This is an optimization exercise on Yosys and OpenROAD, whose aim is small area and a short achievable clock period, not a production implementation. In this exercise RTL edits were held to simulation tests only and were not proved equivalent to the original. Power is estimated from default activity; no workload was simulated.

==> flow/design.v, too long to show whole: its modules and the start of the top module <==
// module cpu: 174 lines
// module rf_read_oct: 7 lines
// module rf_read_oct7: 7 lines
// module rf_read_nor: 7 lines
// module rf_read_nand: 7 lines
// module rf_write_bit: 9 lines
// module add_imm12: 11 lines
// module add_imm12_hi: 14 lines
// module prefix_and: 20 lines
// module bit_mux: 8 lines
// module wb_bit: 12 lines
// module add_sklansky: 16 lines
// module add_brent_kung: 11 lines
// module bit_xor: 7 lines
// module bit_and: 7 lines
// module prefix_brent_kung: 36 lines
// module carry_sk12: 116 lines
// module carry_sk32: 393 lines
// module g_inv: 1 lines
// module g_nand2: 1 lines
// module g_nor2: 1 lines
// module g_aoi21: 1 lines
// module g_oai21: 1 lines
// module g_maj3n: 1 lines
module cpu (
    input clk,
    input reset,
    output reg [31:0] iaddr,
    input [31:0] idata,
    output reg [31:0] daddr,
    input [31:0] drdata,
    output reg [31:0] dwdata,
    output reg [3:0] dwe,
    output [32*32-1:0] registers
);
  // ...
==> flow/flow/run.sh <==
#!/bin/bash
# Standard ORFS layout (the standard.sh) with two changes: the port
# buffers use the smallest buffer cell, and global routing reserves more of
# met1/met2 (flow/fastroute.tcl) so that detailed routing converges sooner.
set -euo pipefail
HERE=$(pwd)
bash standard.sh BUFFER_PORTS_ARGS="-buffer_cell sky130_fd_sc_hd__buf_1" \
    FASTROUTE_TCL="$HERE/flow/fastroute.tcl" finish > make_finish.log 2>&1
==> flow/flow/fastroute.tcl <==
# Global routing resources: leave more of met1 and met2 free than the
# platform default, so that more wiring goes to the upper layers.
set_global_routing_layer_adjustment met1 0.5
set_global_routing_layer_adjustment met2 0.3
set_global_routing_layer_adjustment met3-$::env(MAX_ROUTING_LAYER) 0.15

set_routing_layers -clock $::env(MIN_CLK_ROUTING_LAYER)-$::env(MAX_ROUTING_LAYER)
set_routing_layers -signal $::env(MIN_ROUTING_LAYER)-$::env(MAX_ROUTING_LAYER)
==> flow/standard.sh <==
#!/bin/bash
# synth_recipe.tcl (not shown) runs the flow's synth.tcl, then flattens the netlist and writes it again
# the make line also repeats each setting of config.mk as NAME=value (left out here)
make -C /OpenROAD-flow-scripts/flow DESIGN_CONFIG=/design/flow/config.mk WORK_HOME=/design/flow/orfs CLKGATE_MAP_FILE= SYNTH_SCRIPT=/design/flow/synth_recipe.tcl "${@:-finish}"
==> flow/config.mk <==
export PLATFORM = sky130hd
export DESIGN_NAME = cpu
export DESIGN_NICKNAME = cpu
export VERILOG_FILES = /design/flow/design.v
export SDC_FILE = /design/flow/constraint.sdc
export NUM_CORES = 4
export LEC_CHECK = 0
export CAP_MARGIN = 40
export CORE_MARGIN = 2
export CORE_UTILIZATION = 30
export CTS_BUF_LIST = sky130_fd_sc_hd__clkbuf_8
export PLACE_DENSITY = 0.5
export SETUP_SLACK_MARGIN = 4.5
export SLEW_MARGIN = 20
export SYNTH_HIERARCHICAL = 1
export TNS_END_PERCENT = 10
==> flow/constraint.sdc <==
create_clock -name core_clock -period 12.0 [get_ports {clk}]
set_input_delay 2.4000 -clock core_clock [delete_from_list [all_inputs] [get_ports {clk}]]
set_output_delay 2.4000 -clock core_clock [all_outputs]
set_load 0.01 [all_outputs]
==> impl_metrics.csv, run 1 <==
group,metric,value,unit
cells_and_area,nets,7404,
power,p_int,0.00588,W
worst_setup_path,cp.depth,20,
clocking,post_cts_buffers,189,
worst_setup_path,path_cells,"buf_4 -> buf_12 -> nand2b_4 -> buf_4 -> nor2_2 -> buf_8 -> a22oi_1 -> nand4_1 -> nor2_4 -> nand2_8 -> nor2_2 -> nor2_1 -> a21oi_2 -> o21ai_4 -> inv_2 -> o21ai_4 -> buf_12 -> buf_12 -> mux2_4 -> buf_6",
drt,first_pass_iters,9,
timing,clock_skew,0.0914,ns
drt,via_per_inst,6.54,
worst_setup_path,cp_common_cell,"buf_12",
cells_and_area,clk_share,5.56,%
timing,slew_headroom,36.5,%
drt,highest_layer,"met5",
power,switching_power,0.00297,W
timing,rsz0062_at_grt,"true",
grt,grt_usage,52.8,%
worst_hold_path,hold_end,"g_rf[12].q[16]$_DFF_P_",
cells_and_area,design.seq.count,1024,
worst_setup_path,worstSetupPathType,"in2out",
grt,grt.overflow.total,0,
floorplan,fp.coreArea,176000,um^2
clocking,cts_sinks,1024,
cells_and_area,top_regs,"g_rf.q (992), pc (32)",
job,cap_violations,0,
floorplan,taps,2340,
outcome,status,"no timing/DRC/antenna violations",
power,pwr-share-clk,41.6,%
clocking,cts_made_buffers,187,
cells_and_area,final_area,72600,um^2
cells_and_area,antenna_cells,12,
synthesis,netlist_instances,5638,
clocking,cts_resized,561,
synthesis,yosysWarnings,10,
clocking,insertion_delay,1.02,ns
==> module cpu, before the edit <==
module cpu (
    input clk,
    input reset,
    output reg [31:0] iaddr,
    input [31:0] idata,
    output reg [31:0] daddr,
    input [31:0] drdata,
    output reg [31:0] dwdata,
    output reg [3:0] dwe,
    output [32*32-1:0] registers
);
    genvar r, c;
    reg  [31:0] pc;
    wire [31:0] x [0:31];        
    generate
        for (r = 0; r < 32; r = r + 1) begin : g_out
            assign registers[32*r +: 32] = x[r];
        end
    endgenerate
    wire [4:0] op  = idata[6:2];
    wire [2:0] f3  = idata[14:12];
    wire       f7b = idata[30];
    wire [4:0] rd  = idata[11:7];
    wire [4:0] ra  = idata[19:15];
    wire [4:0] rb  = idata[24:20];
    wire is_load   = ~op[4] & ~op[3] & ~op[2];
    wire is_store  = ~op[4] &  op[3] & ~op[2];
    wire is_branch =  op[4] & ~op[0];
    wire is_jal    =  op[4] &  op[1];
    wire is_jalr   =  op[4] &  op[0] & ~op[1];
    wire is_alu    = ~op[4] &  op[2] & ~op[0];    
    wire is_op     = is_alu & op[3];
    wire is_lui    = ~op[4] &  op[3] & op[2] & op[0];
    wire is_auipc  = ~op[4] & ~op[3] & op[2] & op[0];
    wire writes_rd = ~(is_store | is_branch);
    wire [31:0] imm_i = {{20{idata[31]}}, idata[31:20]};
    wire [31:0] imm_s = {{20{idata[31]}}, idata[31:25], idata[11:7]};
    wire [31:0] imm_b = {{20{idata[31]}}, idata[7], idata[30:25], idata[11:8], 1'b0};
    wire [31:0] imm_u = {idata[31:12], 12'b0};
    wire [31:0] imm_j = {{12{idata[31]}}, idata[19:12], idata[20], idata[30:21], 1'b0};
    wire [31:0] rs1, rs2;
    wire [31:1] sa, sb;          
    generate
        for (r = 1; r < 32; r = r + 1) begin : g_sel
            assign sa[r] = (ra == r);
            assign sb[r] = (rb == r);
        end
        for (r = 0; r < 32; r = r + 1) begin : g_rd
            wire [31:1] col;
            for (c = 1; c < 32; c = c + 1) begin : g_col
                assign col[c] = x[c][r];
            end
            wire [3:0] oa, ob;
            wire [1:0] ma, mb;
            for (c = 0; c < 3; c = c + 1) begin : g_oct
                rf_read_oct u_a (.d(col[8*c+8:8*c+1]), .s(sa[8*c+8:8*c+1]), .y(oa[c]));
                rf_read_oct u_b (.d(col[8*c+8:8*c+1]), .s(sb[8*c+8:8*c+1]), .y(ob[c]));
            end
            rf_read_oct7 u_a3 (.d(col[31:25]), .s(sa[31:25]), .y(oa[3]));
            rf_read_oct7 u_b3 (.d(col[31:25]), .s(sb[31:25]), .y(ob[3]));
            rf_read_nor u_ma0 (.a(oa[0]), .b(oa[1]), .y(ma[0]));
            rf_read_nor u_ma1 (.a(oa[2]), .b(oa[3]), .y(ma[1]));
            rf_read_nor u_mb0 (.a(ob[0]), .b(ob[1]), .y(mb[0]));
            rf_read_nor u_mb1 (.a(ob[2]), .b(ob[3]), .y(mb[1]));
            rf_read_nand u_ya (.a(ma[0]), .b(ma[1]), .y(rs1[r]));
            rf_read_nand u_yb (.a(mb[0]), .b(mb[1]), .y(rs2[r]));
        end
    endgenerate
    wire [11:0] imm_ls = is_store ? {idata[31:25], idata[11:7]} : idata[31:20];
    wire [31:0] addr;
    add_imm12 u_addr (.a(rs1), .imm(imm_ls), .s(addr));
    wire [1:0] alo = {rs1[1] ^ imm_ls[1] ^ (rs1[0] & imm_ls[0]), rs1[0] ^ imm_ls[0]};
    wire [31:0] b   = (is_op | is_branch) ? rs2 : imm_i;
    wire        sub = is_branch | (f3[2:1] == 2'b01) | (is_op & (f3 == 3'b000) & f7b);
    wire [31:0] sum, ap, ag;
    wire        cout;
    add_sklansky u_alu (.a(rs1), .b(b ^ {32{sub}}), .cin(sub),
                        .s(sum), .cout(cout), .p(ap), .g(ag));
    wire        ltu = ~cout;
    wire        lt  = (rs1[31] ^ b[31]) ? rs1[31] : ltu;
    wire        eq  = &ap;       
    wire [4:0]  shamt = b[4:0];
    wire [31:0] rs1_rev, sh_rev;
    wire [31:0] sh_in  = f3[2] ? rs1 : rs1_rev;
    wire        sh_ext = f3[2] & f7b & rs1[31];
    wire [32:0] sh_full = $signed({sh_ext, sh_in}) >>> shamt;
    wire [31:0] sh_out = sh_full[31:0];
    generate
        for (c = 0; c < 32; c = c + 1) begin : g_rev
            assign rs1_rev[c] = rs1[31-c];
            assign sh_rev[c]  = sh_out[31-c];
        end
    endgenerate
    wire [15:0] half  = alo[1] ? drdata[31:16] : drdata[15:0];
    wire [7:0]  byte_ = alo[0] ? half[15:8] : half[7:0];
    reg  [31:0] ld;
    always @(*) begin
        if (f3[1])      ld = drdata;
        else if (f3[0]) ld = {{16{~f3[2] & half[15]}}, half};
        else            ld = {{24{~f3[2] & byte_[7]}}, byte_};
    end
    always @(*) begin
        daddr = addr;
        if (f3[1])      dwdata = rs2;
        else if (f3[0]) dwdata = {2{rs2[15:0]}};
        else            dwdata = {4{rs2[7:0]}};
        if (~is_store)  dwe = 4'b0000;
        else if (f3[1]) dwe = 4'b1111;
        else if (f3[0]) dwe = alo[1] ? 4'b1100 : 4'b0011;
        else            dwe = 4'b0001 << alo;
    end
    wire [31:0] pc4;
    wire [29:0] pc_ones;
    prefix_and #(30, 5) u_pc4c (.x(pc[31:2]), .y(pc_ones));
    bit_xor #(30) u_pc4 (.a(pc[31:2]), .b(pc_ones), .y(pc4[31:2]));
    assign pc4[1:0] = pc[1:0];
    wire [31:0] pc_imm;
    add_brent_kung u_pc (.a(pc), .b(is_auipc ? imm_u : is_jal ? imm_j : imm_b),
                         .s(pc_imm));
    wire        cond  = f3[2] ? (f3[1] ? ltu : lt) : eq;
    wire        taken = is_branch & (cond ^ f3[0]);
    reg [31:0] npc;
    always @(*) begin
        if (is_jalr)              npc = {addr[31:1], 1'b0};
        else if (is_jal | taken)  npc = pc_imm;
        else                      npc = pc4;
    end
    wire s_sum = is_alu & (f3 == 3'b000);
    wire s_slt = is_alu & (f3[2:1] == 2'b01);
    wire s_shr = is_alu & (f3 == 3'b101);
    wire s_shl = is_alu & (f3 == 3'b001);
    reg [31:0] rest;
    always @(*) begin
        if (is_load)        rest = ld;
        else if (is_alu)    case (f3)
                                3'b100:  rest = ap;
                                3'b110:  rest = ap | ag;
                                3'b111:  rest = ag;
                                default: rest = 32'b0;
                            endcase
        else if (is_lui)    rest = imm_u;
        else if (is_auipc)  rest = pc_imm;
        else                rest = pc4;
    end
    wire [31:0] wsum = {sum[31:1], s_sum ? sum[0] : (f3[0] ? ltu : lt)};
    wire [31:0] wd;
    generate
        for (c = 0; c < 32; c = c + 1) begin : g_wb
            wb_bit u_wb (.a(wsum[c]), .sa(c == 0 ? (s_sum | s_slt) : s_sum),
                         .b(sh_out[c]), .sb(s_shr), .c(sh_rev[c]), .sc(s_shl),
                         .d(rest[c]), .y(wd[c]));
        end
    endgenerate
    always @(*) iaddr = pc;
    always @(posedge clk) begin
        if (reset) pc <= 32'b0;
        else       pc <= npc;
    end
    assign x[0] = 32'b0;
    generate
        for (r = 1; r < 32; r = r + 1) begin : g_rf
            reg  [31:0] q;
            wire [31:0] d;
            wire wr_r   = writes_rd & (rd == r);
            wire we_r   = ~reset & wr_r;
            wire hold_r = ~reset & ~wr_r;
            for (c = 0; c < 32; c = c + 1) begin : g_bit
                rf_write_bit u_w (.q(q[c]), .wd(wd[c]), .we(we_r), .hold(hold_r), .d(d[c]));
            end
            always @(posedge clk) q <= d;
            assign x[r] = q;
        end
    endgenerate
endmodule
==> module add_imm12_hi, before the edit <==
module add_imm12_hi (
    input  [19:0] h,
    input         sgn,
    input         c12,
    output [19:0] s
);
    wire [19:0] ones, zeros;     
    prefix_and #(20, 5) u_o (.x(h), .y(ones));
    prefix_and #(20, 5) u_z (.x(~h), .y(zeros));
    wire [19:0] hi_c0, hi_c1;
    bit_xor #(20) u_x0 (.a(h), .b(zeros & {20{sgn}}), .y(hi_c0));
    bit_xor #(20) u_x1 (.a(h), .b(ones & {20{~sgn}}), .y(hi_c1));
    bit_mux #(20) u_m (.a(hi_c0), .b(hi_c1), .s(c12), .y(s));
endmodule
==> run 2: changes to the inputs <==
--- a/flow/design.v
+++ b/flow/design.v
@@ -40,12 +40,20 @@
     wire [31:0] imm_j = {{12{idata[31]}}, idata[19:12], idata[20], idata[30:21], 1'b0};
     wire [31:0] rs1, rs2;
-    wire [31:1] sa, sb;          
+    wire [31:1] sa0, sb0, sa1, sb1;  
+    wire [7:0]  ra_hi_n, rb_hi_n;
+    wire [3:0]  ra_lo_n, rb_lo_n;
+    rf_predecode u_pa (.r(ra), .hi_n(ra_hi_n), .lo_n(ra_lo_n));
+    rf_predecode u_pb (.r(rb), .hi_n(rb_hi_n), .lo_n(rb_lo_n));
     generate
         for (r = 1; r < 32; r = r + 1) begin : g_sel
-            assign sa[r] = (ra == r);
-            assign sb[r] = (rb == r);
+            g_nor2 u_sa0 (.a(ra_hi_n[r >> 2]), .b(ra_lo_n[r & 3]), .y(sa0[r]));
+            g_nor2 u_sb0 (.a(rb_hi_n[r >> 2]), .b(rb_lo_n[r & 3]), .y(sb0[r]));
+            g_nor2_hi u_sa1 (.a(ra_hi_n[r >> 2]), .b(ra_lo_n[r & 3]), .y(sa1[r]));
+            g_nor2_hi u_sb1 (.a(rb_hi_n[r >> 2]), .b(rb_lo_n[r & 3]), .y(sb1[r]));
         end
         for (r = 0; r < 32; r = r + 1) begin : g_rd
             wire [31:1] col;
+            wire [31:1] sa = (r < 16) ? sa0 : sa1;
+            wire [31:1] sb = (r < 16) ? sb0 : sb1;
             for (c = 1; c < 32; c = c + 1) begin : g_col
                 assign col[c] = x[c][r];
@@ -77,6 +85,5 @@
     add_sklansky u_alu (.a(rs1), .b(b ^ {32{sub}}), .cin(sub),
                         .s(sum), .cout(cout), .p(ap), .g(ag));
-    wire        ltu = ~cout;
-    wire        lt  = (rs1[31] ^ b[31]) ? rs1[31] : ltu;
+    wire        sdiff = rs1[31] ^ b[31];
     wire        eq  = &ap;       
     wire [4:0]  shamt = b[4:0];
@@ -112,5 +119,5 @@
     wire [31:0] pc4;
     wire [29:0] pc_ones;
-    prefix_and #(30, 5) u_pc4c (.x(pc[31:2]), .y(pc_ones));
+    pfx_and30 u_pc4c (.x(pc[31:2]), .y(pc_ones));
     bit_xor #(30) u_pc4 (.a(pc[31:2]), .b(pc_ones), .y(pc4[31:2]));
     assign pc4[1:0] = pc[1:0];
@@ -118,6 +125,9 @@
     add_brent_kung u_pc (.a(pc), .b(is_auipc ? imm_u : is_jal ? imm_j : imm_b),
                          .s(pc_imm));
-    wire        cond  = f3[2] ? (f3[1] ? ltu : lt) : eq;
-    wire        taken = is_branch & (cond ^ f3[0]);
+    wire        br_c  = is_branch & f3[2] & ~(~f3[1] & sdiff);
+    wire        br_e  = is_branch & ((f3[2] & ~f3[1] & sdiff & (rs1[31] ^ f3[0])) |
+                                     (~f3[2] & (eq ^ f3[0])));
+    wire        taken;
+    late_sel u_taken (.c_n(cout), .sel(br_c), .inv(f3[0]), .e(br_e), .y(taken));
     reg [31:0] npc;
     always @(*) begin
@@ -143,9 +153,13 @@
         else                rest = pc4;
     end
-    wire [31:0] wsum = {sum[31:1], s_sum ? sum[0] : (f3[0] ? ltu : lt)};
+    wire        slt_c = s_slt & ~(~f3[0] & sdiff);
+    wire        slt_e = (s_slt & ~f3[0] & sdiff & rs1[31]) | (s_sum & sum[0]);
+    wire        slt0;
+    late_sel u_slt (.c_n(cout), .sel(slt_c), .inv(1'b0), .e(slt_e), .y(slt0));
+    wire [31:0] wsum = {sum[31:1], slt0};
     wire [31:0] wd;
     generate
         for (c = 0; c < 32; c = c + 1) begin : g_wb
-            wb_bit u_wb (.a(wsum[c]), .sa(c == 0 ? (s_sum | s_slt) : s_sum),
+            wb_bit u_wb (.a(wsum[c]), .sa(c == 0 ? 1'b1 : s_sum),
                          .b(sh_out[c]), .sb(s_shr), .c(sh_rev[c]), .sc(s_shl),
                          .d(rest[c]), .y(wd[c]));
@@ -173,4 +187,24 @@
     endgenerate
 endmodule
+module rf_predecode (
+    input  [4:0] r,
+    output [7:0] hi_n,
+    output [3:0] lo_n
+);
+    wire [4:0] rn;
+    genvar k;
+    generate
+        for (k = 0; k < 5; k = k + 1) begin : g_inv
+            g_inv u_i (.a(r[k]), .y(rn[k]));
+        end
+        for (k = 0; k < 8; k = k + 1) begin : g_hi
+            g_nand3 u_h (.a(k & 4 ? r[4] : rn[4]), .b(k & 2 ? r[3] : rn[3]),
+                         .c(k & 1 ? r[2] : rn[2]), .y(hi_n[k]));
+        end
+        for (k = 0; k < 4; k = k + 1) begin : g_lo
+            g_nand2 u_l (.a(k & 2 ? r[1] : rn[1]), .b(k & 1 ? r[0] : rn[0]), .y(lo_n[k]));
+        end
+    endgenerate
+endmodule
 module rf_read_oct (
     input  [7:0] d,
@@ -228,32 +262,21 @@
 );
     wire [19:0] ones, zeros;     
-    prefix_and #(20, 5) u_o (.x(h), .y(ones));
-    prefix_and #(20, 5) u_z (.x(~h), .y(zeros));
-    wire [19:0] hi_c0, hi_c1;
-    bit_xor #(20) u_x0 (.a(h), .b(zeros & {20{sgn}}), .y(hi_c0));
-    bit_xor #(20) u_x1 (.a(h), .b(ones & {20{~sgn}}), .y(hi_c1));
-    bit_mux #(20) u_m (.a(hi_c0), .b(hi_c1), .s(c12), .y(s));
+    pfx_and20 u_o (.x(h), .y(ones));
+    pfx_nor20 u_z (.x(h), .y(zeros));
+    wire [19:0] hi_c0_n, hi_c1_n;
+    bit_xnor #(20) u_x0 (.a(h), .b(zeros & {20{sgn}}), .y(hi_c0_n));
+    bit_xnor #(20) u_x1 (.a(h), .b(ones & {20{~sgn}}), .y(hi_c1_n));
+    bit_muxi #(20) u_m (.a(hi_c0_n), .b(hi_c1_n), .s(c12), .y(s));
 endmodule
-module prefix_and #(parameter W = 32, parameter L = 5) (
-    input  [W-1:0] x,
-    output [W-1:0] y
+module late_sel (
+    input  c_n,
+    input  sel,
+    input  inv,
+    input  e,
+    output y
 );
-    wire [W-1:0] al [0:L];
-    assign al[0] = x;
-    genvar l, i;
-    generate
-        for (l = 0; l < L; l = l + 1) begin : g_lvl
-            for (i = 0; i < W; i = i + 1) begin : g_bit
-                if ((i >> l) & 1) begin : g_op
-                    assign al[l+1][i] = al[l][i] & al[l][((i >> l) << l) - 1];
-                end else begin : g_pass
-                    assign al[l+1][i] = al[l][i];
-                end
-            end
-        end
-    endgenerate
-    assign y = {al[L][W-2:0], 1'b1};
+    assign y = (sel & (c_n ~^ inv)) | e;
 endmodule
-module bit_mux #(parameter W = 32) (
+module bit_muxi #(parameter W = 32) (
     input  [W-1:0] a,
     input  [W-1:0] b,
@@ -261,5 +284,12 @@
     output [W-1:0] y
 );
-    assign y = s ? b : a;
+    assign y = ~(s ? b : a);
+endmodule
+module bit_xnor #(parameter W = 32) (
+    input  [W-1:0] a,
+    input  [W-1:0] b,
+    output [W-1:0] y
+);
+    assign y = ~(a ^ b);
 endmodule
 module wb_bit (
@@ -861,7 +891,449 @@
     assign c = {g5_31, n_g5_30, n_g5_29, g5_28, n_g5_27, g5_26, g5_25, n_g5_24, n_g5_23, g5_22, g5_21, n_g5_20, g5_19, n_g5_18, n_g5_17, g5_16, n_g4_15, g4_14, g4_13, n_g4_12, g4_11, n_g4_10, n_g4_9, g4_8, g3_7, n_g3_6, n_g3_5, g3_4, n_g2_3, g2_2, g1_1, n_g0_0};
 endmodule
+module pfx_and20 (
+    input  [19:0] x,
+    output [19:0] y
+);
+    wire a1_1;
+    g_nand2 u_a1_1 (.a(x[1]), .b(x[0]), .y(a1_1));
+    wire a1_3;
+    g_nand2 u_a1_3 (.a(x[3]), .b(x[2]), .y(a1_3));
+    wire a1_5;
+    g_nand2 u_a1_5 (.a(x[5]), .b(x[4]), .y(a1_5));
+    wire a1_7;
+    g_nand2 u_a1_7 (.a(x[7]), .b(x[6]), .y(a1_7));
+    wire a1_9;
+    g_nand2 u_a1_9 (.a(x[9]), .b(x[8]), .y(a1_9));
+    wire a1_11;
+    g_nand2 u_a1_11 (.a(x[11]), .b(x[10]), .y(a1_11));
+    wire a1_13;
+    g_nand2 u_a1_13 (.a(x[13]), .b(x[12]), .y(a1_13));
+    wire a1_15;
+    g_nand2 u_a1_15 (.a(x[15]), .b(x[14]), .y(a1_15));
+    wire a1_17;
+    g_nand2 u_a1_17 (.a(x[17]), .b(x[16]), .y(a1_17));
+    wire a1_19;
+    g_nand2 u_a1_19 (.a(x[19]), .b(x[18]), .y(a1_19));
+    wire n_a1_1;
+    g_inv   u_n_a1_1 (.a(a1_1), .y(n_a1_1));
+    wire a2_2;
+    g_nand2 u_a2_2 (.a(x[2]), .b(n_a1_1), .y(a2_2));
+    wire a2_3;
+    g_nor2  u_a2_3 (.a(a1_3), .b(a1_1), .y(a2_3));
+    wire n_a1_5;
+    g_inv   u_n_a1_5 (.a(a1_5), .y(n_a1_5));
+    wire a2_6;
+    g_nand2 u_a2_6 (.a(x[6]), .b(n_a1_5), .y(a2_6));
+    wire a2_7;
+    g_nor2  u_a2_7 (.a(a1_7), .b(a1_5), .y(a2_7));
+    wire n_a1_9;
+    g_inv   u_n_a1_9 (.a(a1_9), .y(n_a1_9));
+    wire a2_10;
+    g_nand2 u_a2_10 (.a(x[10]), .b(n_a1_9), .y(a2_10));
+    wire a2_11;
+    g_nor2  u_a2_11 (.a(a1_11), .b(a1_9), .y(a2_11));
+    wire n_a1_13;
+    g_inv   u_n_a1_13 (.a(a1_13), .y(n_a1_13));
+    wire a2_14;
+    g_nand2 u_a2_14 (.a(x[14]), .b(n_a1_13), .y(a2_14));
+    wire a2_15;
+    g_nor2  u_a2_15 (.a(a1_15), .b(a1_13), .y(a2_15));
+    wire n_a1_17;
+    g_inv   u_n_a1_17 (.a(a1_17), .y(n_a1_17));
+    wire a2_18;
+    g_nand2 u_a2_18 (.a(x[18]), .b(n_a1_17), .y(a2_18));
+    wire a2_19;
+    g_nor2  u_a2_19 (.a(a1_19), .b(a1_17), .y(a2_19));
+    wire a3_4;
+    g_nand2 u_a3_4 (.a(x[4]), .b(a2_3), .y(a3_4));
+    wire n_a2_3;
+    g_inv   u_n_a2_3 (.a(a2_3), .y(n_a2_3));
+    wire a3_5;
+    g_nor2  u_a3_5 (.a(a1_5), .b(n_a2_3), .y(a3_5));
+    wire a3_6;
+    g_nor2  u_a3_6 (.a(a2_6), .b(n_a2_3), .y(a3_6));
+    wire a3_7;
+    g_nand2 u_a3_7 (.a(a2_7), .b(a2_3), .y(a3_7));
+    wire a3_12;
+    g_nand2 u_a3_12 (.a(x[12]), .b(a2_11), .y(a3_12));
+    wire n_a2_11;
+    g_inv   u_n_a2_11 (.a(a2_11), .y(n_a2_11));
+    wire a3_13;
+    g_nor2  u_a3_13 (.a(a1_13), .b(n_a2_11), .y(a3_13));
+    wire a3_14;
+    g_nor2  u_a3_14 (.a(a2_14), .b(n_a2_11), .y(a3_14));
+    wire a3_15;
+    g_nand2 u_a3_15 (.a(a2_15), .b(a2_11), .y(a3_15));
+    wire n_a3_7;
+    g_inv   u_n_a3_7 (.a(a3_7), .y(n_a3_7));
+    wire a4_8;
+    g_nand2 u_a4_8 (.a(x[8]), .b(n_a3_7), .y(a4_8));
+    wire a4_9;
+    g_nor2  u_a4_9 (.a(a1_9), .b(a3_7), .y(a4_9));
+    wire a4_10;
+    g_nor2  u_a4_10 (.a(a2_10), .b(a3_7), .y(a4_10));
+    wire a4_11;
+    g_nand2 u_a4_11 (.a(a2_11), .b(n_a3_7), .y(a4_11));
+    wire a4_12;
+    g_nor2  u_a4_12 (.a(a3_12), .b(a3_7), .y(a4_12));
+    wire a4_13;
+    g_nand2 u_a4_13 (.a(a3_13), .b(n_a3_7), .y(a4_13));
+    wire a4_14;
+    g_nand2 u_a4_14 (.a(a3_14), .b(n_a3_7), .y(a4_14));
+    wire a4_15;
+    g_nor2  u_a4_15 (.a(a3_15), .b(a3_7), .y(a4_15));
+    wire a5_16;
+    g_nand2 u_a5_16 (.a(x[16]), .b(a4_15), .y(a5_16));
+    wire n_a4_15;
+    g_inv   u_n_a4_15 (.a(a4_15), .y(n_a4_15));
+    wire a5_17;
+    g_nor2  u_a5_17 (.a(a1_17), .b(n_a4_15), .y(a5_17));
+    wire a5_18;
+    g_nor2  u_a5_18 (.a(a2_18), .b(n_a4_15), .y(a5_18));
+    wire a5_19;
+    g_nand2 u_a5_19 (.a(a2_19), .b(a4_15), .y(a5_19));
+    wire n_a5_16;
+    g_inv   u_n_a5_16 (.a(a5_16), .y(n_a5_16));
+    wire n_a4_14;
+    g_inv   u_n_a4_14 (.a(a4_14), .y(n_a4_14));
+    wire n_a4_13;
+    g_inv   u_n_a4_13 (.a(a4_13), .y(n_a4_13));
+    wire n_a4_11;
+    g_inv   u_n_a4_11 (.a(a4_11), .y(n_a4_11));
+    wire n_a4_8;
+    g_inv   u_n_a4_8 (.a(a4_8), .y(n_a4_8));
+    wire n_a3_4;
+    g_inv   u_n_a3_4 (.a(a3_4), .y(n_a3_4));
+    wire n_a2_2;
+    g_inv   u_n_a2_2 (.a(a2_2), .y(n_a2_2));
+    assign y = {a5_18, a5_17, n_a5_16, a4_15, n_a4_14, n_a4_13, a4_12, n_a4_11, a4_10, a4_9, n_a4_8, n_a3_7, a3_6, a3_5, n_a3_4, a2_3, n_a2_2, n_a1_1, x[0], 1'b1};
+endmodule
+module pfx_nor20 (
+    input  [19:0] x,
+    output [19:0] y
+);
+    wire a1_1;
+    g_nor2  u_a1_1 (.a(x[1]), .b(x[0]), .y(a1_1));
+    wire a1_3;
+    g_nor2  u_a1_3 (.a(x[3]), .b(x[2]), .y(a1_3));
+    wire a1_5;
+    g_nor2  u_a1_5 (.a(x[5]), .b(x[4]), .y(a1_5));
+    wire a1_7;
+    g_nor2  u_a1_7 (.a(x[7]), .b(x[6]), .y(a1_7));
+    wire a1_9;
+    g_nor2  u_a1_9 (.a(x[9]), .b(x[8]), .y(a1_9));
+    wire a1_11;
+    g_nor2  u_a1_11 (.a(x[11]), .b(x[10]), .y(a1_11));
+    wire a1_13;
+    g_nor2  u_a1_13 (.a(x[13]), .b(x[12]), .y(a1_13));
+    wire a1_15;
+    g_nor2  u_a1_15 (.a(x[15]), .b(x[14]), .y(a1_15));
+    wire a1_17;
+    g_nor2  u_a1_17 (.a(x[17]), .b(x[16]), .y(a1_17));
+    wire a1_19;
+    g_nor2  u_a1_19 (.a(x[19]), .b(x[18]), .y(a1_19));
+    wire n_a1_1;
+    g_inv   u_n_a1_1 (.a(a1_1), .y(n_a1_1));
+    wire a2_2;
+    g_nor2  u_a2_2 (.a(x[2]), .b(n_a1_1), .y(a2_2));
+    wire a2_3;
+    g_nand2 u_a2_3 (.a(a1_3), .b(a1_1), .y(a2_3));
+    wire n_a1_5;
+    g_inv   u_n_a1_5 (.a(a1_5), .y(n_a1_5));
+    wire a2_6;
+    g_nor2  u_a2_6 (.a(x[6]), .b(n_a1_5), .y(a2_6));
+    wire a2_7;
+    g_nand2 u_a2_7 (.a(a1_7), .b(a1_5), .y(a2_7));
+    wire n_a1_9;
+    g_inv   u_n_a1_9 (.a(a1_9), .y(n_a1_9));
+    wire a2_10;
+    g_nor2  u_a2_10 (.a(x[10]), .b(n_a1_9), .y(a2_10));
+    wire a2_11;
+    g_nand2 u_a2_11 (.a(a1_11), .b(a1_9), .y(a2_11));
+    wire n_a1_13;
+    g_inv   u_n_a1_13 (.a(a1_13), .y(n_a1_13));
+    wire a2_14;
+    g_nor2  u_a2_14 (.a(x[14]), .b(n_a1_13), .y(a2_14));
+    wire a2_15;
+    g_nand2 u_a2_15 (.a(a1_15), .b(a1_13), .y(a2_15));
+    wire n_a1_17;
+    g_inv   u_n_a1_17 (.a(a1_17), .y(n_a1_17));
+    wire a2_18;
+    g_nor2  u_a2_18 (.a(x[18]), .b(n_a1_17), .y(a2_18));
+    wire a2_19;
+    g_nand2 u_a2_19 (.a(a1_19), .b(a1_17), .y(a2_19));
+    wire a3_4;
+    g_nor2  u_a3_4 (.a(x[4]), .b(a2_3), .y(a3_4));
+    wire n_a2_3;
+    g_inv   u_n_a2_3 (.a(a2_3), .y(n_a2_3));
+    wire a3_5;
+    g_nand2 u_a3_5 (.a(a1_5), .b(n_a2_3), .y(a3_5));
+    wire a3_6;
+    g_nand2 u_a3_6 (.a(a2_6), .b(n_a2_3), .y(a3_6));
+    wire a3_7;
+    g_nor2  u_a3_7 (.a(a2_7), .b(a2_3), .y(a3_7));
+    wire a3_12;
+    g_nor2  u_a3_12 (.a(x[12]), .b(a2_11), .y(a3_12));
+    wire n_a2_11;
+    g_inv   u_n_a2_11 (.a(a2_11), .y(n_a2_11));
+    wire a3_13;
+    g_nand2 u_a3_13 (.a(a1_13), .b(n_a2_11), .y(a3_13));
+    wire a3_14;
+    g_nand2 u_a3_14 (.a(a2_14), .b(n_a2_11), .y(a3_14));
+    wire a3_15;
+    g_nor2  u_a3_15 (.a(a2_15), .b(a2_11), .y(a3_15));
+    wire n_a3_7;
+    g_inv   u_n_a3_7 (.a(a3_7), .y(n_a3_7));
+    wire a4_8;
+    g_nor2  u_a4_8 (.a(x[8]), .b(n_a3_7), .y(a4_8));
+    wire a4_9;
+    g_nand2 u_a4_9 (.a(a1_9), .b(a3_7), .y(a4_9));
+    wire a4_10;
+    g_nand2 u_a4_10 (.a(a2_10), .b(a3_7), .y(a4_10));
+    wire a4_11;
+    g_nor2  u_a4_11 (.a(a2_11), .b(n_a3_7), .y(a4_11));
+    wire a4_12;
+    g_nand2 u_a4_12 (.a(a3_12), .b(a3_7), .y(a4_12));
+    wire a4_13;
+    g_nor2  u_a4_13 (.a(a3_13), .b(n_a3_7), .y(a4_13));
+    wire a4_14;
+    g_nor2  u_a4_14 (.a(a3_14), .b(n_a3_7), .y(a4_14));
+    wire a4_15;
+    g_nand2 u_a4_15 (.a(a3_15), .b(a3_7), .y(a4_15));
+    wire a5_16;
+    g_nor2  u_a5_16 (.a(x[16]), .b(a4_15), .y(a5_16));
+    wire n_a4_15;
+    g_inv   u_n_a4_15 (.a(a4_15), .y(n_a4_15));
+    wire a5_17;
+    g_nand2 u_a5_17 (.a(a1_17), .b(n_a4_15), .y(a5_17));
+    wire a5_18;
+    g_nand2 u_a5_18 (.a(a2_18), .b(n_a4_15), .y(a5_18));
+    wire a5_19;
+    g_nor2  u_a5_19 (.a(a2_19), .b(a4_15), .y(a5_19));
+    wire n_a5_18;
+    g_inv   u_n_a5_18 (.a(a5_18), .y(n_a5_18));
+    wire n_a5_17;
+    g_inv   u_n_a5_17 (.a(a5_17), .y(n_a5_17));
+    wire n_a4_12;
+    g_inv   u_n_a4_12 (.a(a4_12), .y(n_a4_12));
+    wire n_a4_10;
+    g_inv   u_n_a4_10 (.a(a4_10), .y(n_a4_10));
+    wire n_a4_9;
+    g_inv   u_n_a4_9 (.a(a4_9), .y(n_a4_9));
+    wire n_a3_6;
+    g_inv   u_n_a3_6 (.a(a3_6), .y(n_a3_6));
+    wire n_a3_5;
+    g_inv   u_n_a3_5 (.a(a3_5), .y(n_a3_5));
+    wire n_x_0;
+    g_inv   u_n_x_0 (.a(x[0]), .y(n_x_0));
+    assign y = {n_a5_18, n_a5_17, a5_16, n_a4_15, a4_14, a4_13, n_a4_12, a4_11, n_a4_10, n_a4_9, a4_8, a3_7, n_a3_6, n_a3_5, a3_4, n_a2_3, a2_2, a1_1, n_x_0, 1'b1};
+endmodule
+module pfx_and30 (
+    input  [29:0] x,
+    output [29:0] y
+);
+    wire a1_1;
+    g_nand2 u_a1_1 (.a(x[1]), .b(x[0]), .y(a1_1));
+    wire a1_3;
+    g_nand2 u_a1_3 (.a(x[3]), .b(x[2]), .y(a1_3));
+    wire a1_5;
+    g_nand2 u_a1_5 (.a(x[5]), .b(x[4]), .y(a1_5));
+    wire a1_7;
+    g_nand2 u_a1_7 (.a(x[7]), .b(x[6]), .y(a1_7));
+    wire a1_9;
+    g_nand2 u_a1_9 (.a(x[9]), .b(x[8]), .y(a1_9));
+    wire a1_11;
+    g_nand2 u_a1_11 (.a(x[11]), .b(x[10]), .y(a1_11));
+    wire a1_13;
+    g_nand2 u_a1_13 (.a(x[13]), .b(x[12]), .y(a1_13));
+    wire a1_15;
+    g_nand2 u_a1_15 (.a(x[15]), .b(x[14]), .y(a1_15));
+    wire a1_17;
+    g_nand2 u_a1_17 (.a(x[17]), .b(x[16]), .y(a1_17));
+    wire a1_19;
+    g_nand2 u_a1_19 (.a(x[19]), .b(x[18]), .y(a1_19));
+    wire a1_21;
+    g_nand2 u_a1_21 (.a(x[21]), .b(x[20]), .y(a1_21));
+    wire a1_23;
+    g_nand2 u_a1_23 (.a(x[23]), .b(x[22]), .y(a1_23));
+    wire a1_25;
+    g_nand2 u_a1_25 (.a(x[25]), .b(x[24]), .y(a1_25));
+    wire a1_27;
+    g_nand2 u_a1_27 (.a(x[27]), .b(x[26]), .y(a1_27));
+    wire a1_29;
+    g_nand2 u_a1_29 (.a(x[29]), .b(x[28]), .y(a1_29));
+    wire n_a1_1;
+    g_inv   u_n_a1_1 (.a(a1_1), .y(n_a1_1));
+    wire a2_2;
+    g_nand2 u_a2_2 (.a(x[2]), .b(n_a1_1), .y(a2_2));
+    wire a2_3;
+    g_nor2  u_a2_3 (.a(a1_3), .b(a1_1), .y(a2_3));
+    wire n_a1_5;
+    g_inv   u_n_a1_5 (.a(a1_5), .y(n_a1_5));
+    wire a2_6;
+    g_nand2 u_a2_6 (.a(x[6]), .b(n_a1_5), .y(a2_6));
+    wire a2_7;
+    g_nor2  u_a2_7 (.a(a1_7), .b(a1_5), .y(a2_7));
+    wire n_a1_9;
+    g_inv   u_n_a1_9 (.a(a1_9), .y(n_a1_9));
+    wire a2_10;
+    g_nand2 u_a2_10 (.a(x[10]), .b(n_a1_9), .y(a2_10));
+    wire a2_11;
+    g_nor2  u_a2_11 (.a(a1_11), .b(a1_9), .y(a2_11));
+    wire n_a1_13;
+    g_inv   u_n_a1_13 (.a(a1_13), .y(n_a1_13));
+    wire a2_14;
+    g_nand2 u_a2_14 (.a(x[14]), .b(n_a1_13), .y(a2_14));
+    wire a2_15;
+    g_nor2  u_a2_15 (.a(a1_15), .b(a1_13), .y(a2_15));
+    wire n_a1_17;
+    g_inv   u_n_a1_17 (.a(a1_17), .y(n_a1_17));
+    wire a2_18;
+    g_nand2 u_a2_18 (.a(x[18]), .b(n_a1_17), .y(a2_18));
+    wire a2_19;
+    g_nor2  u_a2_19 (.a(a1_19), .b(a1_17), .y(a2_19));
+    wire n_a1_21;
+    g_inv   u_n_a1_21 (.a(a1_21), .y(n_a1_21));
+    wire a2_22;
+    g_nand2 u_a2_22 (.a(x[22]), .b(n_a1_21), .y(a2_22));
+    wire a2_23;
+    g_nor2  u_a2_23 (.a(a1_23), .b(a1_21), .y(a2_23));
+    wire n_a1_25;
+    g_inv   u_n_a1_25 (.a(a1_25), .y(n_a1_25));
+    wire a2_26;
+    g_nand2 u_a2_26 (.a(x[26]), .b(n_a1_25), .y(a2_26));
+    wire a2_27;
+    g_nor2  u_a2_27 (.a(a1_27), .b(a1_25), .y(a2_27));
+    wire a3_4;
+    g_nand2 u_a3_4 (.a(x[4]), .b(a2_3), .y(a3_4));
+    wire n_a2_3;
+    g_inv   u_n_a2_3 (.a(a2_3), .y(n_a2_3));
+    wire a3_5;
+    g_nor2  u_a3_5 (.a(a1_5), .b(n_a2_3), .y(a3_5));
+    wire a3_6;
+    g_nor2  u_a3_6 (.a(a2_6), .b(n_a2_3), .y(a3_6));
+    wire a3_7;
+    g_nand2 u_a3_7 (.a(a2_7), .b(a2_3), .y(a3_7));
+    wire a3_12;
+    g_nand2 u_a3_12 (.a(x[12]), .b(a2_11), .y(a3_12));
+    wire n_a2_11;
+    g_inv   u_n_a2_11 (.a(a2_11), .y(n_a2_11));
+    wire a3_13;
+    g_nor2  u_a3_13 (.a(a1_13), .b(n_a2_11), .y(a3_13));
+    wire a3_14;
+    g_nor2  u_a3_14 (.a(a2_14), .b(n_a2_11), .y(a3_14));
+    wire a3_15;
+    g_nand2 u_a3_15 (.a(a2_15), .b(a2_11), .y(a3_15));
+    wire a3_20;
+    g_nand2 u_a3_20 (.a(x[20]), .b(a2_19), .y(a3_20));
+    wire n_a2_19;
+    g_inv   u_n_a2_19 (.a(a2_19), .y(n_a2_19));
+    wire a3_21;
+    g_nor2  u_a3_21 (.a(a1_21), .b(n_a2_19), .y(a3_21));
+    wire a3_22;
+    g_nor2  u_a3_22 (.a(a2_22), .b(n_a2_19), .y(a3_22));
+    wire a3_23;
+    g_nand2 u_a3_23 (.a(a2_23), .b(a2_19), .y(a3_23));
+    wire a3_28;
+    g_nand2 u_a3_28 (.a(x[28]), .b(a2_27), .y(a3_28));
+    wire n_a2_27;
+    g_inv   u_n_a2_27 (.a(a2_27), .y(n_a2_27));
+    wire a3_29;
+    g_nor2  u_a3_29 (.a(a1_29), .b(n_a2_27), .y(a3_29));
+    wire n_a3_7;
+    g_inv   u_n_a3_7 (.a(a3_7), .y(n_a3_7));
+    wire a4_8;
+    g_nand2 u_a4_8 (.a(x[8]), .b(n_a3_7), .y(a4_8));
+    wire a4_9;
+    g_nor2  u_a4_9 (.a(a1_9), .b(a3_7), .y(a4_9));
+    wire a4_10;
+    g_nor2  u_a4_10 (.a(a2_10), .b(a3_7), .y(a4_10));
+    wire a4_11;
+    g_nand2 u_a4_11 (.a(a2_11), .b(n_a3_7), .y(a4_11));
+    wire a4_12;
+    g_nor2  u_a4_12 (.a(a3_12), .b(a3_7), .y(a4_12));
+    wire a4_13;
+    g_nand2 u_a4_13 (.a(a3_13), .b(n_a3_7), .y(a4_13));
+    wire a4_14;
+    g_nand2 u_a4_14 (.a(a3_14), .b(n_a3_7), .y(a4_14));
+    wire a4_15;
+    g_nor2  u_a4_15 (.a(a3_15), .b(a3_7), .y(a4_15));
+    wire n_a3_23;
+    g_inv   u_n_a3_23 (.a(a3_23), .y(n_a3_23));
+    wire a4_24;
+    g_nand2 u_a4_24 (.a(x[24]), .b(n_a3_23), .y(a4_24));
+    wire a4_25;
+    g_nor2  u_a4_25 (.a(a1_25), .b(a3_23), .y(a4_25));
+    wire a4_26;
+    g_nor2  u_a4_26 (.a(a2_26), .b(a3_23), .y(a4_26));
+    wire a4_27;
+    g_nand2 u_a4_27 (.a(a2_27), .b(n_a3_23), .y(a4_27));
+    wire a4_28;
+    g_nor2  u_a4_28 (.a(a3_28), .b(a3_23), .y(a4_28));
+    wire a4_29;
+    g_nand2 u_a4_29 (.a(a3_29), .b(n_a3_23), .y(a4_29));
+    wire a5_16;
+    g_nand2 u_a5_16 (.a(x[16]), .b(a4_15), .y(a5_16));
+    wire n_a4_15;
+    g_inv   u_n_a4_15 (.a(a4_15), .y(n_a4_15));
+    wire a5_17;
+    g_nor2  u_a5_17 (.a(a1_17), .b(n_a4_15), .y(a5_17));
+    wire a5_18;
+    g_nor2  u_a5_18 (.a(a2_18), .b(n_a4_15), .y(a5_18));
+    wire a5_19;
+    g_nand2 u_a5_19 (.a(a2_19), .b(a4_15), .y(a5_19));
+    wire a5_20;
+    g_nor2  u_a5_20 (.a(a3_20), .b(n_a4_15), .y(a5_20));
+    wire a5_21;
+    g_nand2 u_a5_21 (.a(a3_21), .b(a4_15), .y(a5_21));
+    wire a5_22;
+    g_nand2 u_a5_22 (.a(a3_22), .b(a4_15), .y(a5_22));
+    wire a5_23;
+    g_nor2  u_a5_23 (.a(a3_23), .b(n_a4_15), .y(a5_23));
+    wire a5_24;
+    g_nor2  u_a5_24 (.a(a4_24), .b(n_a4_15), .y(a5_24));
+    wire a5_25;
+    g_nand2 u_a5_25 (.a(a4_25), .b(a4_15), .y(a5_25));
+    wire a5_26;
+    g_nand2 u_a5_26 (.a(a4_26), .b(a4_15), .y(a5_26));
+    wire a5_27;
+    g_nor2  u_a5_27 (.a(a4_27), .b(n_a4_15), .y(a5_27));
+    wire a5_28;
+    g_nand2 u_a5_28 (.a(a4_28), .b(a4_15), .y(a5_28));
+    wire a5_29;
+    g_nor2  u_a5_29 (.a(a4_29), .b(n_a4_15), .y(a5_29));
+    wire n_a5_28;
+    g_inv   u_n_a5_28 (.a(a5_28), .y(n_a5_28));
+    wire n_a5_26;
+    g_inv   u_n_a5_26 (.a(a5_26), .y(n_a5_26));
+    wire n_a5_25;
+    g_inv   u_n_a5_25 (.a(a5_25), .y(n_a5_25));
+    wire n_a5_22;
+    g_inv   u_n_a5_22 (.a(a5_22), .y(n_a5_22));
+    wire n_a5_21;
+    g_inv   u_n_a5_21 (.a(a5_21), .y(n_a5_21));
+    wire n_a5_19;
+    g_inv   u_n_a5_19 (.a(a5_19), .y(n_a5_19));
+    wire n_a5_16;
+    g_inv   u_n_a5_16 (.a(a5_16), .y(n_a5_16));
+    wire n_a4_14;
+    g_inv   u_n_a4_14 (.a(a4_14), .y(n_a4_14));
+    wire n_a4_13;
+    g_inv   u_n_a4_13 (.a(a4_13), .y(n_a4_13));
+    wire n_a4_11;
+    g_inv   u_n_a4_11 (.a(a4_11), .y(n_a4_11));
+    wire n_a4_8;
+    g_inv   u_n_a4_8 (.a(a4_8), .y(n_a4_8));
+    wire n_a3_4;
+    g_inv   u_n_a3_4 (.a(a3_4), .y(n_a3_4));
+    wire n_a2_2;
+    g_inv   u_n_a2_2 (.a(a2_2), .y(n_a2_2));
+    assign y = {n_a5_28, a5_27, n_a5_26, n_a5_25, a5_24, a5_23, n_a5_22, n_a5_21, a5_20, n_a5_19, a5_18, a5_17, n_a5_16, a4_15, n_a4_14, n_a4_13, a4_12, n_a4_11, a4_10, a4_9, n_a4_8, n_a3_7, a3_6, a3_5, n_a3_4, a2_3, n_a2_2, n_a1_1, x[0], 1'b1};
+endmodule
 module g_inv   (input a, output y);                    assign y = ~a;                    endmodule
 module g_nand2 (input a, input b, output y);           assign y = ~(a & b);              endmodule
 module g_nor2  (input a, input b, output y);           assign y = ~(a | b);              endmodule
+module g_nor2_hi (input a, input b, output y);         assign y = ~(a | b);              endmodule
+module g_nand3 (input a, input b, input c, output y);  assign y = ~(a & b & c);          endmodule
 module g_aoi21 (input a1, input a2, input b1, output y); assign y = ~((a1 & a2) | b1);  endmodule
 module g_oai21 (input a1, input a2, input b1, output y); assign y = ~((a1 | a2) & b1);  endmodule
==> flow/flow/run.sh (replaced) <==
#!/bin/bash
# Standard ORFS layout (the standard.sh) with four changes: the port
# buffers use the smallest buffer cell, global routing reserves more of
# met1/met2 (flow/fastroute.tcl) so that detailed routing converges sooner,
# clock tree synthesis adds no dummy loads, and timing repair may resize
# cells to other footprints at every stage (the platform allows that only
# after global routing).
set -euo pipefail
HERE=$(pwd)
bash standard.sh BUFFER_PORTS_ARGS="-buffer_cell sky130_fd_sc_hd__buf_1" \
    FASTROUTE_TCL="$HERE/flow/fastroute.tcl" \
    CTS_ARGS="-sink_clustering_enable -repair_clock_nets -dont_use_dummy_load -buf_list sky130_fd_sc_hd__clkbuf_8 -sink_clustering_size 16 -sink_clustering_max_diameter 50" \
    MATCH_CELL_FOOTPRINT=0 \
    finish > make_finish.log 2>&1
--- a/flow/config.mk
+++ b/flow/config.mk
@@ -10,4 +10,6 @@
 export CORE_UTILIZATION = 30
 export CTS_BUF_LIST = sky130_fd_sc_hd__clkbuf_8
+export CTS_CLUSTER_DIAMETER = 50
+export CTS_CLUSTER_SIZE = 16
 export PLACE_DENSITY = 0.5
 export SETUP_SLACK_MARGIN = 4.5
==> run 2 against run 1 <==
Count of clock-buffer cells in the layout is 113 lower; clock skew rose by 0.13 ns; register-to-register slack improved by 0.35 ns; die area increased by 1.8%; critical endpoint is now daddr[22]; critical path depth increased by 2; critical path type unchanged; global-route usage shrank 2.1 points; setup slack improved by 0.25 ns.
==> impl_metrics.csv, run 2 <==
group,metric,value,unit
outcome,status,"no timing/DRC/antenna violations",
cells_and_area,final_cell_mix,"1095 x buf_1, 1024 x dfxtp_1, 992 x a22o_1",
drt,vias,64600,
worst_setup_path,end_kind,"primary output",
power,fin_total_pwr,0.00754,W
timing,clock_skew,0.221,ns
clocking,cts-hold-fix-buffers,0,
cells_and_area,mostFrequentLayoutCell,"buf_1",
worst_setup_path,startpoint,"idata[18]",
drt,via_per_inst,6.57,
grt,grt_pass1_wl,543000,um
floorplan,fp.coreArea,178000,um^2
clocking,clk_pin_slew_worst_paths,0.06,ns
cells_and_area,regMostFlops,"g_rf.q",
timing,hold_viol_final,0,
floorplan,dieWidth,428,um
timing,fmax,0.121,GHz
timing,final.setup.tns,0,ns
timing,setup_viol,0,
worst_setup_path,crit_arrival,5.89,ns
drt,wl,408000,um
cells_and_area,area.growth.synth_to_final,29.4,%
worst_setup_path,cp_max_fo,9,
cells_and_area,postLayoutCoreUtil,39.1,%
drt,wl_per_cell,41.5,um
synthesis,yosysWarnings,8,
synthesis,netlist_area,53800,um^2
timing,final.min_clock_period,8.29,ns
drt,drt_iter0_drc,6139,
timing,min_period_over_period,69.1,%
clocking,cts-root-buf,"clkbuf_8",
worst_setup_path,worstSetupPathType,"in2out",
power,p_leak,25.9,nW
timing,slew_headroom,38.4,%
floorplan,ios,1190,
timing,worst_slew_pin_slew,0.921,ns
grt,grt_usage,50.7,%
worst_setup_path,r2r_setup_slack,6.42,ns
drt,antenna_left,0,
grt,antenna_found_initial,9,
clocking,clock_path_buffers,3,
cells_and_area,largest_reg_flops,992,
placed_design,io_buffers,1155,
cells_and_area,nets,7539,
grt,grt_max_degree,60,
clocking,cts_made_buffers,130,
clocking,insertion_delay,1.03,ns
clocking,cts_sinks,1024,
worst_hold_path,hold_path_class,"reg2reg",
worst_hold_path,worstHoldStart,"g_rf[29].q[3]$_DFF_P_",
power,p_per_area,108,nW/um^2
grt,grt.overflow.total,0,
floorplan,rows,155,
timing,slew_violations,0,
clocking,h-tree-depth,4,
drt,drc,0,
worst_setup_path,timing.rr.start,"g_rf[28].q[4]$_DFF_P_",
placed_design,place_congestion,1.06,
power,peakVddDrop,97.8,uV
synthesis,netlist_instances,5941,
worst_setup_path,startpoint_type,"input port",
drt,first_pass_iters,12,
clocking,cts_tree,"done",
grt,grt_pass1_vias,63800,
floorplan,start_util,30.2,%
cells_and_area,top_regs,"g_rf.q (992), pc (32)",
floorplan,die_y,428,um
worst_setup_path,worstPathRequired,9.60,ns
job,cap_violations,0,
timing,rsz0062_at_grt,"true",
floorplan,dieArea,183000,um^2
cells_and_area,drive_above_1_share,16.7,%
synthesis,synth_area_per_cell,9.06,um^2
placed_design,dp_hpwl,297000,um
## run 2: cell count changes in the layout (fill, tap and decap cells not counted), sizes merged, moves of 20 or more
cell and change:
clkinv -21, clkbuf -108, nor2 +120, nand2 +59, mux2i +32, buf -41, and2 -20, mux4 -28
xnor2 +42, a211oi +27, xor2 -39, inv -31, nor3 -25
## run 2: metrics by stage
stage | std cells | hold WS, ns | worst slack (ns) | area [um^2]
finish | 9834 | 0.524 | 3.71 | 69700
global route | 9828 | 0.540 | 3.65 | 69700
CTS | 9785 | 0.524 | 3.86 | 68500
detailed placement | 9524 | 0.509 | 1.73 | 63400
global placement | 9481 | 0.505 | 1.69 | 62500
floorplan | 5975 | 0.476 | 4.32 | 54100
## run 2: final timing paths
kind,end,cells past startpoint
max,daddr[22],22
min,g_rf[29].q[3]$_DFF_P_,1
min reg2reg,g_rf[29].q[3]$_DFF_P_,1
max reg2reg,g_rf[17].q[22]$_DFF_P_,20
## run 2: cell type report
cell class	instances	area (um^2)
Antenna cell	9	22.5
Clock buffer	130	1790
Fill cell	18400	109000
Inverter	127	509
Multi-Input combinational cell	4538	34300
Sequential cell	1024	20500
Tap cell	2355	2950
Timing Repair Buffer	1651	9580
## run 2: worst max-delay path: stages
cell	delay (ns)
buf_8	0.07
buf_12	0.14
clkinvlp_4	0.20
nand3_2	0.14
buf_12	0.15
nor2_4	0.05
buf_12	0.15
buf_12	0.15
a22oi_2	0.15
nand4_1	0.44
nor2_2	0.30
nand2_4	0.19
nor2_4	0.19
nand2_4	0.08
nor2_4	0.18
buf_4	0.14
nand2_1	0.04
inv_1	0.04
and2_1	0.13
xnor2_1	0.12
mux2i_4	0.21
buf_2	0.17
## run 2: power breakdown
group,switching [W],internal [W]
Clock,0.00134,0.000957
Sequential,0.0000729,0.00344
Combinational,0.00124,0.000478
## run 2: what timing repair did
action | 4_1_cts | 5_1_grt
gates resized for setup | 528 | 203
gates cloned | 6 | 0
setup endpoints to repair | 1092 | 1064
buffers inserted | 125 | 35
pin swaps | 124 | 87
## run 2: metal layers
layer  up-vias  share of wire (%)  track usage, %  routed length, um
met1     30900                 32            63.7             130000
met5         -               0.26            4.58               1080
met4        28                 13            42.9              54200
met3      1820                 17            33.5              70200
li1      26400                  -               -                  -
met2      5433                 37            64.5             153000
==> run 3: changes to the inputs <==
--- a/flow/config.mk
+++ b/flow/config.mk
@@ -8,9 +8,9 @@
 export CAP_MARGIN = 40
 export CORE_MARGIN = 2
-export CORE_UTILIZATION = 30
+export CORE_UTILIZATION = 36
 export CTS_BUF_LIST = sky130_fd_sc_hd__clkbuf_8
 export CTS_CLUSTER_DIAMETER = 50
 export CTS_CLUSTER_SIZE = 16
-export PLACE_DENSITY = 0.5
+export PLACE_DENSITY = 0.6
 export SETUP_SLACK_MARGIN = 4.5
 export SLEW_MARGIN = 20
==> run 3 against run 2 <==
Setup slack got worse by 0.062 ns; power decreased by 3.3%; synthesized area unchanged; combinational power about the same; non-clock buffer count increased by 3; synthesized cell count unchanged; still clean on timing, DRC and antenna.
==> impl_metrics.csv, run 3 <==
group,metric,value,unit
outcome,status,"no timing/DRC/antenna violations",
drt,drc,0,
grt,grt_pass1_wl,519000,um
power,p_leak,25.8,nW
placed_design,dp_hpwl,280000,um
power,peakVddDrop,99.1,uV
clocking,cts_tree,"done",
timing,final.setup.tns,0,ns
worst_setup_path,end_kind,"primary output",
cells_and_area,drive_above_1_share,16.7,%
drt,wl,386000,um
timing,clock_skew,0.223,ns
cells_and_area,largest_reg_flops,992,
timing,hold_viol_final,0,
worst_setup_path,worstPathRequired,9.60,ns
floorplan,start_util,36.3,%
drt,first_pass_iters,10,
drt,wl_per_cell,41.1,um
cells_and_area,top_regs,"g_rf.q (992), pc (32)",
worst_setup_path,crit_arrival,5.95,ns
floorplan,dieWidth,391,um
clocking,insertion_delay,0.99,ns
timing,final.min_clock_period,8.35,ns
placed_design,place_ws,1.22,ns
clocking,h-tree-depth,3,
clocking,cts-root-buf,"clkbuf_8",
worst_setup_path,cp_max_fo,16,
job,cap_violations,0,
placed_design,placed_cells,9089,
drt,via_per_inst,6.95,
cells_and_area,nets,7525,
worst_hold_path,hold_path_class,"reg2reg",
timing,worst_slew_pin_slew,0.889,ns
floorplan,die_y,391,um
synthesis,netlist_area,53800,um^2
drt,drt_iter0_drc,6620,
floorplan,dieArea,153000,um^2
synthesis,netlist_instances,5941,
synthesis,synth_area_per_cell,9.06,um^2
timing,setup_viol,0,
power,p_per_area,106,nW/um^2
clocking,cts_sinks,1024,
floorplan,fp.coreArea,148000,um^2
power,fin_total_pwr,0.00729,W
grt,grt_usage,57.1,%
placed_design,place_congestion,1.08,
timing,hold_slack,0.528,ns
grt,grt_max_degree,60,
floorplan,ios,1190,
timing,slew_violations,0,
timing,rsz0062_at_grt,"true",
clocking,clk_pin_slew_worst_paths,0.05,ns
floorplan,rows,141,
cells_and_area,layoutNonFillerInstCount,9397,
timing,slew_headroom,41.0,%
grt,antenna_found_initial,19,
cells_and_area,mostFrequentLayoutCell,"buf_1",
placed_design,io_buffers,1155,
timing,setup_ws,3.65,ns
clocking,cts_made_buffers,114,
drt,vias,65300,
timing,min_period_over_period,69.6,%
worst_setup_path,startpoint_type,"input port",
drt,antenna_left,0,
grt,grt.overflow.total,0,
timing,fmax,0.120,GHz
clocking,cts-hold-fix-buffers,0,
worst_setup_path,worstSetupPathType,"in2out",
cells_and_area,final_cell_mix,"1102 x buf_1, 1024 x dfxtp_1, 992 x a22o_1",
cells_and_area,area.growth.synth_to_final,28.2,%
cells_and_area,regMostFlops,"g_rf.q",
grt,grt_pass1_vias,63900,
clocking,clock_path_buffers,3,
synthesis,yosysWarnings,8,
run 3: path summary, 6_finish.rpt:
kind                     startpoint                endpoint  slack (ns)  cells past startpoint
min reg2reg  g_rf[25].q[12]$_DFF_P_  g_rf[25].q[12]$_DFF_P_        0.53                      1
max reg2reg   g_rf[17].q[0]$_DFF_P_   g_rf[7].q[20]$_DFF_P_        6.31                     21
min          g_rf[25].q[12]$_DFF_P_  g_rf[25].q[12]$_DFF_P_        0.53                      1
max                       idata[18]               daddr[18]        3.65                     20
run 3: power breakdown:
part	total (W)	internal (W)	switching, W
sequential	0.00351	0.00344	0.0000712
clock	0.00209	0.000832	0.00125
combinational	0.00169	0.000452	0.00124
total	0.00729	0.00473	0.00257
run 3: repair_timing:
item | CTS | global route
gates resized for setup | 588 | 220
gates cloned | 5 | 0
buffers inserted | 126 | 48
pin swaps | 119 | 104
setup endpoints to repair | 1092 | 955
run 3: worst max-delay path: stages:
cell	delay, ns
buf_6	0.19
inv_2	0.15
nand3_4	0.13
buf_6	0.20
nor2_2	0.07
buf_12	0.16
a22oi_2	0.13
nand4_1	0.41
nor2_4	0.40
nand2_4	0.17
nor2_4	0.19
o21ai_2	0.10
a21oi_4	0.16
o21ai_4	0.09
inv_2	0.09
o21ai_4	0.06
buf_12	0.15
buf_12	0.16
mux2i_4	0.28
buf_2	0.19
run 3: area by class of cell:
class                      instances  area, um^2
fill                           14600       79200
multi-input combinational       4537       34500
sequential                      1024       20500
timing repair buffer            1654        9490
tap                             1930        2410
clock buffer                     114        1570
inverter                         127         508
antenna                           11        27.5
run 3: per-stage QoR:
step | utilization [%] | instance area, um^2
2_1_floorplan | - | 54100
3_3_place_gp | 41.8 | 61900
3_5_place_dp | 42.2 | 62600
4_1_cts | 45.7 | 67700
5_1_grt | 46.6 | 69000
6_report | 46.6 | 69000
run 3: metal layers:
layer,vias to the layer above,global-route usage (%),part of all wire [%]
li1,26400,-,-
met1,30600,68.8,31
met2,6141,72.5,37
met3,2093,41.7,20
met4,46,46.3,12
met5,-,8.77,0.36
==> run 4: changes to the inputs <==
--- a/flow/config.mk
+++ b/flow/config.mk
@@ -6,11 +6,11 @@
 export NUM_CORES = 4
 export LEC_CHECK = 0
-export CAP_MARGIN = 40
+export CAP_MARGIN = 20
 export CORE_MARGIN = 2
-export CORE_UTILIZATION = 36
+export CORE_UTILIZATION = 30
 export CTS_BUF_LIST = sky130_fd_sc_hd__clkbuf_8
 export CTS_CLUSTER_DIAMETER = 50
 export CTS_CLUSTER_SIZE = 16
-export PLACE_DENSITY = 0.6
+export PLACE_DENSITY = 0.5
 export SETUP_SLACK_MARGIN = 4.5
 export SLEW_MARGIN = 20
==> run 4 against run 3 <==
Synthesized area unchanged; first-iteration DRC count decreased by 9.1%; power is 2.9% higher; global-route usage fell by 6.5 points; critical path type unchanged; critical endpoint is now daddr[25]; largest cell class unchanged; highest routed layer unchanged.
==> impl_metrics.csv, run 4 <==
group,metric,value,unit
outcome,status,"no timing/DRC/antenna violations",
cells_and_area,final_area,68800,um^2
clocking,cts_sinks,1024,
cells_and_area,top_regs,"g_rf.q (992), pc (32)",
placed_design,dp_hpwl,294000,um
cells_and_area,final_cell_mix,"1099 x buf_1, 1024 x dfxtp_1, 992 x a22o_1",
synthesis,synth_area_per_cell,9.06,um^2
placed_design,place_ws,1.70,ns
timing,final.min_clock_period,8.41,ns
worst_hold_path,hold_path_class,"reg2reg",
power,p_leak,25.4,nW
drt,vias,64400,
clocking,clk_pin_slew_worst_paths,0.04,ns
cells_and_area,regMostFlops,"g_rf.q",
timing,rsz0062_at_grt,"true",
clocking,h-tree-depth,4,
cells_and_area,postLayoutCoreUtil,38.5,%
drt,drc,0,
worst_setup_path,end_kind,"primary output",
timing,slew_headroom,22.7,%
grt,grt_usage,50.6,%
drt,via_per_inst,6.58,
worst_setup_path,worstPathRequired,9.60,ns
timing,fmax,0.119,GHz
placed_design,dpl_cell_area,62600,um^2
grt,grt_pass1_vias,63500,
floorplan,ios,1190,
synthesis,netlist_area,53800,um^2
drt,drt_iter0_drc,6016,
floorplan,dieWidth,428,um
drt,wl_per_cell,41.9,um
grt,grt_max_degree,60,
clocking,cts-hold-fix-buffers,0,
timing,final.setup.tns,0,ns
grt,grt_pass1_wl,542000,um
timing,min_period_over_period,70.1,%
drt,wl,410000,um
timing,hold_slack,0.529,ns
clocking,clock_path_buffers,3,
floorplan,rows,155,
cells_and_area,mostFrequentLayoutCell,"buf_1",
worst_setup_path,cp_max_fo,9,
drt,antenna_left,0,
timing,setup_viol,0,
floorplan,dieArea,183000,um^2
placed_design,io_buffers,1155,
worst_setup_path,worstSetupPathType,"in2out",
timing,worst_slew_pin_slew,1.16,ns
cells_and_area,drive_above_1_share,15.7,%
timing,hold_viol_final,0,
floorplan,fp.coreArea,178000,um^2
synthesis,yosysWarnings,8,
power,p_per_area,109,nW/um^2
floorplan,start_util,30.2,%
cells_and_area,area.growth.synth_to_final,27.7,%
clocking,cts-root-buf,"clkbuf_8",
clocking,cts_made_buffers,132,
clocking,insertion_delay,1.02,ns
timing,slew_violations,0,
cells_and_area,nets,7488,
floorplan,die_y,428,um
placed_design,place_congestion,1.06,
clocking,cts_tree,"done",
timing,setup_ws,3.59,ns
worst_setup_path,crit_arrival,6.01,ns
grt,grt.overflow.total,0,
cells_and_area,largest_reg_flops,992,
grt,antenna_found_initial,8,
job,cap_violations,0,
drt,first_pass_iters,8,
worst_setup_path,startpoint_type,"input port",
power,peakVddDrop,95.8,uV
synthesis,netlist_instances,5941,
timing,clock_skew,0.171,ns
[run 4: stage by stage]
stage | std cells | total power (W)
floorplan | 5975 | 0.00435
global placement | 9481 | 0.00505
detailed placement | 9482 | 0.00505
CTS | 9749 | 0.00739
global route | 9779 | 0.00768
finish | 9781 | 0.00750
[run 4: path summary, 6_finish.rpt]
path                                  to  cells after the start              startpoint  slack, ns
hold / removal    g_rf[16].q[22]$_DFF_P_                      1  g_rf[16].q[22]$_DFF_P_       0.53
hold reg to reg   g_rf[16].q[22]$_DFF_P_                      1  g_rf[16].q[22]$_DFF_P_       0.53
setup / recovery               daddr[25]                     20               idata[19]       3.59
setup reg to reg   g_rf[9].q[23]$_DFF_P_                     17   g_rf[17].q[1]$_DFF_P_       6.27
[run 4: final cells by class]
class | instances | area, um^2
Fill cell | 18400 | 110000
Clock buffer | 132 | 1820
Timing Repair Buffer | 1594 | 8730
Multi-Input combinational cell | 4542 | 34200
Antenna cell | 7 | 17.5
Inverter | 127 | 512
Sequential cell | 1024 | 20500
Tap cell | 2355 | 2950
[run 4: report_power, final]
group	internal, W	leakage, nW	total, W	switching [W]
logic	0.000412	16.2	0.00166	0.00124
registers	0.00344	8.26	0.00352	0.0000727
clock network	0.000971	0.949	0.00233	0.00136
[run 4: timing repair]
item                       in CTS  in global routing
gates resized for setup       548                150
pin swaps                     120                 42
cloned                          9                  1
setup buffers                 126                 22
setup endpoints to repair    1092               1058
[run 4: critical path, cell delays in order]
cell        delay (ns)
buf_12            0.10
buf_12            0.13
clkinvlp_4        0.17
nand3_2           0.14
buf_12            0.15
nor2_4            0.05
buf_12            0.14
buf_12            0.15
a22oi_2           0.16
nand4_1           0.52
nor2_4            0.46
nand2_8           0.17
nor2_4            0.14
o21ai_1           0.08
a21oi_2           0.16
o21ai_4           0.08
buf_12            0.15
clkbuf_16         0.18
mux2i_4           0.23
buf_2             0.18
[run 4: layer usage]
layer	part of all wire, %	vias up	GRT usage, %
li1	-	26300	-
met3	18	1870	34.1
met2	38	5416	64.6
met1	32	30700	63.2
met4	13	16	42.8
met5	0.070	-	1.15

re-timing with driven ports:
How much do the figures lean on ideal ports? The routed layouts below were timed once more, with nothing changed but the port constraints.
Step 1: set_driving_cell puts a clkbuf_16 on clk and a buf_2 on each other input, an assumption about the parent block.
Step 2, shift: input delay + t, output delay - t, t = (earliest + latest rising clock arrival at the registers) / 2. This alone moves slack from input paths to output paths.
Slacks: no drivers / after step 1 / after step 2; pairs: no drivers / after step 1.
run	t (ns)	setup slack, ns	worst hold slack (ns)	latest minus earliest clock arrival (ns)	worst register clock-pin slew, ns
run 1	1.058	3.459 / 3.413 / 2.883	0.527 / 0.527 / 0.527	0.092 / 0.091	0.09 / 0.09
run 2	1.018	3.714 / 3.659 / 3.373	0.524 / 0.524 / 0.524	0.221 / 0.221	0.10 / 0.10
run 3	0.961	3.652 / 3.579 / 3.399	0.528 / 0.528 / 0.528	0.223 / 0.223	0.11 / 0.11
run 4	1.022	3.587 / 3.521 / 3.287	0.529 / 0.529 / 0.529	0.171 / 0.171	0.11 / 0.11
After both steps every run listed still meets setup and hold. For run 1, which loses most, drivers alone change the setup slack by -0.046 ns; drivers and shift together by -0.576 ns.
